Background: an optimization exercise with open tools, aiming at small area. Do not read the settings as production practice. The RTL was checked by simulation tests, not by an equivalence proof against the original design. Power is estimated from default activity; no workload was simulated. The flow treats the clock pin as an ideal source, which a real chip does not have.

==> inputs of run a <==
==> flow/design.v (excerpt) <==
module hdmi
#(parameter FREQ=25200000, FS=48000, CTS=25200, N=6144)
 (
   input        I_CLK_PIXEL,
   input        I_RESET,      
   input [7:0]  I_R,
   input [7:0]  I_G,
   input [7:0]  I_B,
   input        I_BLANK,
   input        I_HSYNC,
   input        I_VSYNC,
   input        I_ASPECT_169,
   input        I_AUDIO_ENABLE,
   input [15:0] I_AUDIO_PCM_L,
   input [15:0] I_AUDIO_PCM_R,
   output [9:0] O_RED,    
   output [9:0] O_GREEN,  
   output [9:0] O_BLUE    
);
clock: 10.0 ns
lec_check: 0
cap_margin: 20
core_margin: 2
core_utilization: 65
place_density: 0.75
slew_margin: 20
standard.sh (not shown) runs the stock make flow with config.mk's settings and CLKGATE_MAP_FILE= SYNTH_SCRIPT=/design/flow/synth_recipe.tcl, a recipe that flattens the netlist after the stock synthesis.
==> flow/flow/run.sh <==
#!/bin/bash
# The standard layout (standard.sh: the standard flow's synthesis, floorplan, power grid,
# placement, CTS and routing), with two settings passed to ORFS:
#  - port buffers use the smallest buffer cell;
#  - clock tree synthesis without dummy loads.
# make's full output goes to standard.log in the work folder.
set -euo pipefail
export BUFFER_PORTS_ARGS="-buffer_cell sky130_fd_sc_hd__buf_1"
export CTS_ARGS="-sink_clustering_enable -repair_clock_nets -sink_clustering_size 30 -sink_clustering_max_diameter 100 -buf_list sky130_fd_sc_hd__clkbuf_16 -dont_use_dummy_load"
bash standard.sh > standard.log 2>&1
==> run b: changes against run a <==
==> flow/flow/run.sh (replaced) <==
#!/bin/bash
# The standard layout (standard.sh), with three changes:
#  - after the standard synthesis, its combinational logic is mapped again for
#    area (flow/reopt.tcl; registers, their cells and names are unchanged);
#  - port buffers use the smallest buffer cell;
#  - clock tree synthesis without dummy loads.
# Each tool's full output goes to a log in the work folder: synth.log (standard
# synthesis), reopt.log (re-mapping), standard.log (the rest of the layout).
set -euo pipefail
export BUFFER_PORTS_ARGS="-buffer_cell sky130_fd_sc_hd__buf_1"
export CTS_ARGS="-sink_clustering_enable -repair_clock_nets -sink_clustering_size 30 -sink_clustering_max_diameter 100 -buf_list sky130_fd_sc_hd__clkbuf_16 -dont_use_dummy_load"
bash standard.sh synth > synth.log 2>&1
results="orfs/results/${FLOW_PLATFORM}/hdmi/base"
yosys_exe="$(command -v yosys || echo "${FLOW_HOME}/../tools/install/yosys/bin/yosys")"
cp "${results}/1_2_yosys.v" standard_synth.v
REOPT_LIB="${FLOW_HOME}/platforms/${FLOW_PLATFORM}/lib/sky130_fd_sc_hd__tt_025C_1v80.lib" \
REOPT_NETLIST="$PWD/${results}/1_2_yosys.v" REOPT_TOP="${FLOW_TOP}" \
   "${yosys_exe}" -c flow/reopt.tcl > reopt.log 2>&1
# the netlist is now newer than 1_synth.odb, so make redoes that step first
bash standard.sh finish > standard.log 2>&1
==> flow/flow/reopt.tcl (new file) <==
# Re-map the combinational logic of the standard synthesis netlist for area
# (ABC area mapping). The registers are kept as they are: the same cells with
# the same instance names. Run by run.sh as: yosys -c reopt.tcl
# Environment: REOPT_LIB (liberty file), REOPT_NETLIST (netlist, rewritten in
# place), REOPT_TOP (top module).
set lib $::env(REOPT_LIB)
set netlist $::env(REOPT_NETLIST)
set top $::env(REOPT_TOP)

# the platform's don't-use cells (probe and lpflow cells)
set f [open $lib r]
set text [read $f]
close $f
set dont_use {}
foreach {m name} [regexp -all -inline {cell \("?(sky130_fd_sc_hd__(?:lpflow|probe)\w*)"?\)} $text] {
   lappend dont_use -dont_use $name
}

puts "reopt: [expr {[llength $dont_use] / 2}] dont-use cells"
yosys read_liberty -ignore_miss_func $lib
yosys read_verilog $netlist
yosys hierarchy -top $top
# registers stay cell instances; every other cell becomes its logic function
yosys setattr -mod -set keep_hierarchy 1 {sky130_fd_sc_hd__*df*} {sky130_fd_sc_hd__*dl*}
yosys flatten
yosys opt_clean
yosys techmap
yosys opt -fast
yosys abc -liberty $lib {*}$dont_use -script "+strash;&get -n;&deepsyn -T 60;&dch -f;&nf -R 1000 -p -F 8 -C 32;&put;topo"
yosys opt_clean -purge
yosys setundef -zero
yosys splitnets
yosys opt_clean -purge
yosys hilomap -singleton -hicell sky130_fd_sc_hd__conb_1 HI -locell sky130_fd_sc_hd__conb_1 LO
yosys insbuf -buf sky130_fd_sc_hd__buf_4 A X
yosys select $top
yosys tee -o reopt_stat.txt stat -liberty $lib
yosys write_verilog -noattr -nohex -nodec -selected $netlist
==> comparison table <==
quantity                                                                  run a                     run b
Slowest CP cell                                        sky130_fd_sc_hd__mux2i_2  sky130_fd_sc_hd__a22oi_1
Minimum setup slack among reg-to-reg paths                              3210 ps                   4100 ps
Start point of the worst hold path                         data_line.q_pipe[96]      data_line.q_pipe[53]
Run status                                             timing/DRC/antenna clean  timing/DRC/antenna clean
Effective utilization at floorplan                                        66.3%                     66.0%
Depth of the worst register-to-register path                                 21                        24
Later-pin clock latency in the skew report                               600 ps                    610 ps
Fin crit share                                                            67.9%                     59.0%
CTS clock-pin slew for the worst setup and hold paths                    110 ps                    100 ps
Inserted tap cell count                                                     532                       511
Footprint of the multi-input gates                                  0.00882 mm2               0.00703 mm2
Final hold slack                                                         322 ps                    310 ps
Worst Path Required                                                   10,350 ps                 10,370 ps
Total length of routed wires                                            44.8 mm                   43.8 mm
Sum of routed wire segments on met1                                     19.3 mm                   19.2 mm
Minimum setup slack in the final design                                 3210 ps                   4100 ps
Fill cells                                                                2,916                     2,714
Largest vdd supply drop                                                0.143 mV                  0.209 mV
Sequential group share of total power                                     54.9%                     59.5%
Inverters, non-clock                                                         90                        39
Period minus WS final                                                   6790 ps                   5900 ps
Die H                                                                    209 um                    200 um

* * *

==> 12-02 <==
hdmi, a different RTL version from the one above (not shown whole).
==> flow/design.v (excerpt) <==
module hdmi
#(parameter FREQ=25200000, FS=48000, CTS=25200, N=6144)
 (
   input        I_CLK_PIXEL,
   input        I_RESET,      
   input [7:0]  I_R,
   input [7:0]  I_G,
   input [7:0]  I_B,
   input        I_BLANK,
   input        I_HSYNC,
   input        I_VSYNC,
   input        I_ASPECT_169,
   input        I_AUDIO_ENABLE,
   input [15:0] I_AUDIO_PCM_L,
   input [15:0] I_AUDIO_PCM_R,
   output [9:0] O_RED,    
   output [9:0] O_GREEN,  
   output [9:0] O_BLUE    
);
clock: 10.0 ns
lec_check: 0
cap_margin: 20
core_margin: 2
core_utilization: 65
place_density: 0.75
slew_margin: 20
==> flow/flow/run.sh <==
#!/bin/bash
# The standard layout (standard.sh: the standard flow's synthesis, floorplan, power grid,
# placement, CTS and routing), with two settings passed to ORFS:
#  - port buffers use the smallest buffer cell;
#  - clock tree synthesis without dummy loads.
# make's full output goes to standard.log in the work folder.
set -euo pipefail
export BUFFER_PORTS_ARGS="-buffer_cell sky130_fd_sc_hd__buf_1"
export CTS_ARGS="-sink_clustering_enable -repair_clock_nets -sink_clustering_size 30 -sink_clustering_max_diameter 100 -buf_list sky130_fd_sc_hd__clkbuf_16 -dont_use_dummy_load"
bash standard.sh > standard.log 2>&1
==> inputs of 02-27, as changes to 12-02 <==
--- a/flow/design.v
+++ b/flow/design.v
@@ -110,30 +110,27 @@
    output [3:0]   o_d1,
    output [3:0]   o_d2,
    output         o_data,
    output reg     o_prevBlank   
 );
 localparam [16:0] CTS_ = CTS;
 localparam integer ATIMER_LIMIT = FREQ/FS;          
-localparam integer CTS_MOD = CTS - 1;                        
-localparam integer CTS_HTOP = 131071 / CTS_MOD;               
-localparam integer CTS_LTOP = 131071 - CTS_HTOP * CTS_MOD;    
+localparam [9:0]  AT_STEP = 10'd0 - (ATIMER_LIMIT - 1);   
+localparam [16:0] CTS_STEP = 17'd2 - CTS_;                  
 localparam [191:0] channelStatus = (FS == 48000)?192'hc202004004:(FS == 44100)?192'hc200004004:192'hc203004004;
 localparam [55:0] audioRegenPacket = {N[7:0], N[15:8], 8'h00, CTS[7:0], CTS[15:8], 16'h0000};
 reg [15:0] counterX;
 reg        firstHSyncChange;
 reg        oddLine;
 reg        prevHSync;
 reg        allowGeneration;
 reg        wrapped;
 reg [1:0]  pktType;             
-reg [14:0] ctsLo;
-reg [2:0]  ctsHi;
-reg [9:0]  audioLo;
-reg        audioHi;
+reg [16:0] ctsTimer;
+reg [9:0]  audioTimer;
 reg [7:0]  channelStatusIdx;
 reg [1:0]  samplesHead;
 reg [23:0] audioPacketHeader;
 reg        sampleQ;             
 reg [15:0] sL0, sL1, sL2, sL3;
 reg [15:0] sR0, sR1, sR2, sR3;
 reg        sS0, sS1, sS2, sS3;   
@@ -174,20 +171,17 @@
 wire lowX       = counterX[15:6] == 10'd0;
 wire send1      = allowGeneration && lowX && !counterX[5];
 wire send2      = allowGeneration && lowX &&  counterX[5];
 wire send       = allowGeneration && lowX;
 wire sample     = sampleQ;
 wire send2Next  = !load && allowGeneration && !(o_prevBlank && !i_blank)
                   && (counterX >= 16'd31) && (counterX <= 16'd62);
-wire audioLoWrap = audioLo == ATIMER_LIMIT - 1;
-wire sampleNext = !sampleQ && !send2Next && (audioHi || audioLoWrap);
+wire sampleNext = !sampleQ && !send2Next && (audioTimer >= ATIMER_LIMIT - 1);
 wire [1:0] headNext = send2 ? 2'd0 : samplesHead;
-wire ctsLoWrap  = ctsLo == CTS_MOD - 1;
-wire ctsTop     = (ctsHi == CTS_HTOP) && (ctsLo == CTS_LTOP);    
-wire regen      = (ctsHi != 3'd0) && !ctsTop;                   
+wire regen      = (ctsTimer >= CTS_ - 1'b1) && !(&ctsTimer);
 reg [23:0] fHdr;
 reg [55:0] fSub0;
 always @* begin
    case (pktType)
       2'd0: begin fHdr = 24'h000001; fSub0 = audioRegenPacket; end
       2'd1: begin fHdr = 24'h0D0282; fSub0 = 56'h00000000191046; end
       2'd2: begin fHdr = 24'h0D0282; fSub0 = 56'h000000002A1035; end
@@ -264,18 +258,16 @@
 if (i_reset) begin
    counterX <= 0;
    firstHSyncChange <= 0;
    oddLine <= 0;
    prevHSync <= 0;
    o_prevBlank <= 0;
    allowGeneration <= 0;
-   ctsLo <= 0;
-   ctsHi <= 0;
-   audioLo <= 0;
-   audioHi <= 0;
+   ctsTimer <= 0;
+   audioTimer <= 0;
    channelStatusIdx <= 0;
    samplesHead <= 0;
    audioPacketHeader <= 0;
    sC0 <= 5'd28; sC1 <= 5'd28; sC2 <= 5'd28; sC3 <= 5'd28;
    dataOffset <= 0;
 end else begin
    if (sample) begin
@@ -285,33 +277,26 @@
       case (samplesHead)
          2'd0: sC0 <= 0;
          2'd1: sC1 <= 0;
          2'd2: sC2 <= 0;
          default: sC3 <= 0;
       endcase
    end
-   audioLo <= audioLoWrap ? 10'd0 : audioLo + 1'b1;
-   audioHi <= audioLoWrap ? 1'b1 : sample ? 1'b0 : audioHi;
+   audioTimer <= audioTimer + (sample ? AT_STEP : 10'd1);
    if (send2) begin
       samplesHead <= 0;
       audioPacketHeader <= audioPacketHeader >> 1;
       if (sC0 < 5'd28) sC0 <= sC0 + 1'b1;
       if (sC1 < 5'd28) sC1 <= sC1 + 1'b1;
       if (sC2 < 5'd28) sC2 <= sC2 + 1'b1;
       if (sC3 < 5'd28) sC3 <= sC3 + 1'b1;
    end
    if (send)
       dataOffset <= dataOffset + 5'd1;
-   if (ctsTop) begin
-      ctsLo <= 0;
-      ctsHi <= 0;
-   end else begin
-      ctsLo <= ctsLoWrap ? 15'd0 : ctsLo + 1'b1;
-      ctsHi <= ctsHi + ctsLoWrap - (load && regen);
-   end
+   ctsTimer <= ctsTimer + ((load && regen) ? CTS_STEP : 17'd1);
    if (!o_prevBlank && i_blank)
       firstHSyncChange <= 1;
    if (o_prevBlank && !i_blank)
       allowGeneration <= 0;
    if (load) begin
       oddLine <= !oddLine;
       counterX <= 0;
==> flow/flow/run.sh (replaced) <==
#!/bin/bash
# The standard layout (standard.sh), with three changes:
#  - after the standard synthesis, its combinational logic is mapped again for
#    area (flow/reopt.tcl; registers, their cells and names are unchanged);
#  - port buffers use the smallest buffer cell;
#  - clock tree synthesis without dummy loads.
# Each tool's full output goes to a log in the work folder: synth.log (standard
# synthesis), reopt.log (re-mapping), standard.log (the rest of the layout).
set -euo pipefail
export BUFFER_PORTS_ARGS="-buffer_cell sky130_fd_sc_hd__buf_1"
export CTS_ARGS="-sink_clustering_enable -repair_clock_nets -sink_clustering_size 30 -sink_clustering_max_diameter 100 -buf_list sky130_fd_sc_hd__clkbuf_16 -dont_use_dummy_load"
bash standard.sh synth > synth.log 2>&1
results="orfs/results/${FLOW_PLATFORM}/hdmi/base"
yosys_exe="$(command -v yosys || echo "${FLOW_HOME}/../tools/install/yosys/bin/yosys")"
cp "${results}/1_2_yosys.v" standard_synth.v
REOPT_LIB="${FLOW_HOME}/platforms/${FLOW_PLATFORM}/lib/sky130_fd_sc_hd__tt_025C_1v80.lib" \
REOPT_NETLIST="$PWD/${results}/1_2_yosys.v" REOPT_TOP="${FLOW_TOP}" \
   "${yosys_exe}" -c flow/reopt.tcl > reopt.log 2>&1
# the netlist is now newer than 1_synth.odb, so make redoes that step first
bash standard.sh finish > standard.log 2>&1
==> flow/flow/reopt.tcl (new file) <==
# Re-map the combinational logic of the standard synthesis netlist for area
# (ABC area mapping). The registers are kept as they are: the same cells with
# the same instance names. Run by run.sh as: yosys -c reopt.tcl
# Environment: REOPT_LIB (liberty file), REOPT_NETLIST (netlist, rewritten in
# place), REOPT_TOP (top module).
set lib $::env(REOPT_LIB)
set netlist $::env(REOPT_NETLIST)
set top $::env(REOPT_TOP)

# the platform's don't-use cells (probe and lpflow cells)
set f [open $lib r]
set text [read $f]
close $f
set dont_use {}
foreach {m name} [regexp -all -inline {cell \("?(sky130_fd_sc_hd__(?:lpflow|probe)\w*)"?\)} $text] {
   lappend dont_use -dont_use $name
}

puts "reopt: [expr {[llength $dont_use] / 2}] dont-use cells"
yosys read_liberty -ignore_miss_func $lib
yosys read_verilog $netlist
yosys hierarchy -top $top
# registers stay cell instances; every other cell becomes its logic function
yosys setattr -mod -set keep_hierarchy 1 {sky130_fd_sc_hd__*df*} {sky130_fd_sc_hd__*dl*}
yosys flatten
yosys opt_clean
yosys techmap
yosys opt -fast
yosys abc -liberty $lib {*}$dont_use -script "+strash;&get -n;&deepsyn -T 60;&put;dch;map -a;topo"
yosys opt_clean -purge
yosys setundef -zero
yosys splitnets
yosys opt_clean -purge
yosys hilomap -singleton -hicell sky130_fd_sc_hd__conb_1 HI -locell sky130_fd_sc_hd__conb_1 LO
yosys insbuf -buf sky130_fd_sc_hd__buf_4 A X
yosys select $top
yosys tee -o reopt_stat.txt stat -liberty $lib
yosys write_verilog -noattr -nohex -nodec -selected $netlist
==> summary.txt <==
Between 02-27 and 12-02, the lower sequential share of layout area is in 12-02 (gap 3.5 points). Against 12-02, the total power of 02-27 is lower by about 10%. Against 12-02, the hold slack of 02-27 is worse by 0.0052 ns. Sequential power is about the same in 12-02 and 02-27.
==> figures <==
| metric | 12-02 | 02-27 |
|---|---|---|
| Outcome | finished clean | finished clean |
| Tapcell count | 532 | 518 |
| Layout cell share with drive strength beyond 1 | 4.97% | 3.03% |
| Portion of the clock cycle consumed by the worst path in the final layout | 71.1% | 59.3% |
| Area share of buffers outside the clock network | 1.57% | 1.62% |
| Clock-cell share | 2.61% | 2.77% |
| Switching power share of the total | 27.7% | 26.5% |
| Worst rel slew slack | 34.1% | 26.5% |
| Count of multi-input gates | 1224 | 1294 |
| Vias post-DR | 15300 | 16300 |

[static timing again, ports no longer ideal]
The results above use ideal ports. As a check the final layouts listed here were re-extracted and re-timed, cells and wires unchanged.
Step 1 (the two cells are an assumption about what drives the block):
set clk [get_ports {I_CLK_PIXEL}]
set_driving_cell -lib_cell sky130_fd_sc_hd__clkbuf_16 $clk
set_driving_cell -lib_cell sky130_fd_sc_hd__buf_2 [delete_from_list [all_inputs] $clk]
Step 2 also shifts input and output timing later by t, the mid clock arrival at the registers, as if the neighbouring blocks saw the same clock.
Slacks: ideal / step 1 / step 2; pairs: ideal / step 1.
run	t, ns	setup slack, ns	worst setup path at the end	cell pins on the clock port's net
run a	0.635	3.210 / 3.210 / 3.210	register to register	1
run b	0.634	4.100 / 4.100 / 4.100	register to register	1
12-02	0.639	2.893 / 2.893 / 2.893	register to register	1
02-27	0.644	4.070 / 4.070 / 4.070	register to register	1
After both steps every run listed still meets setup and hold.
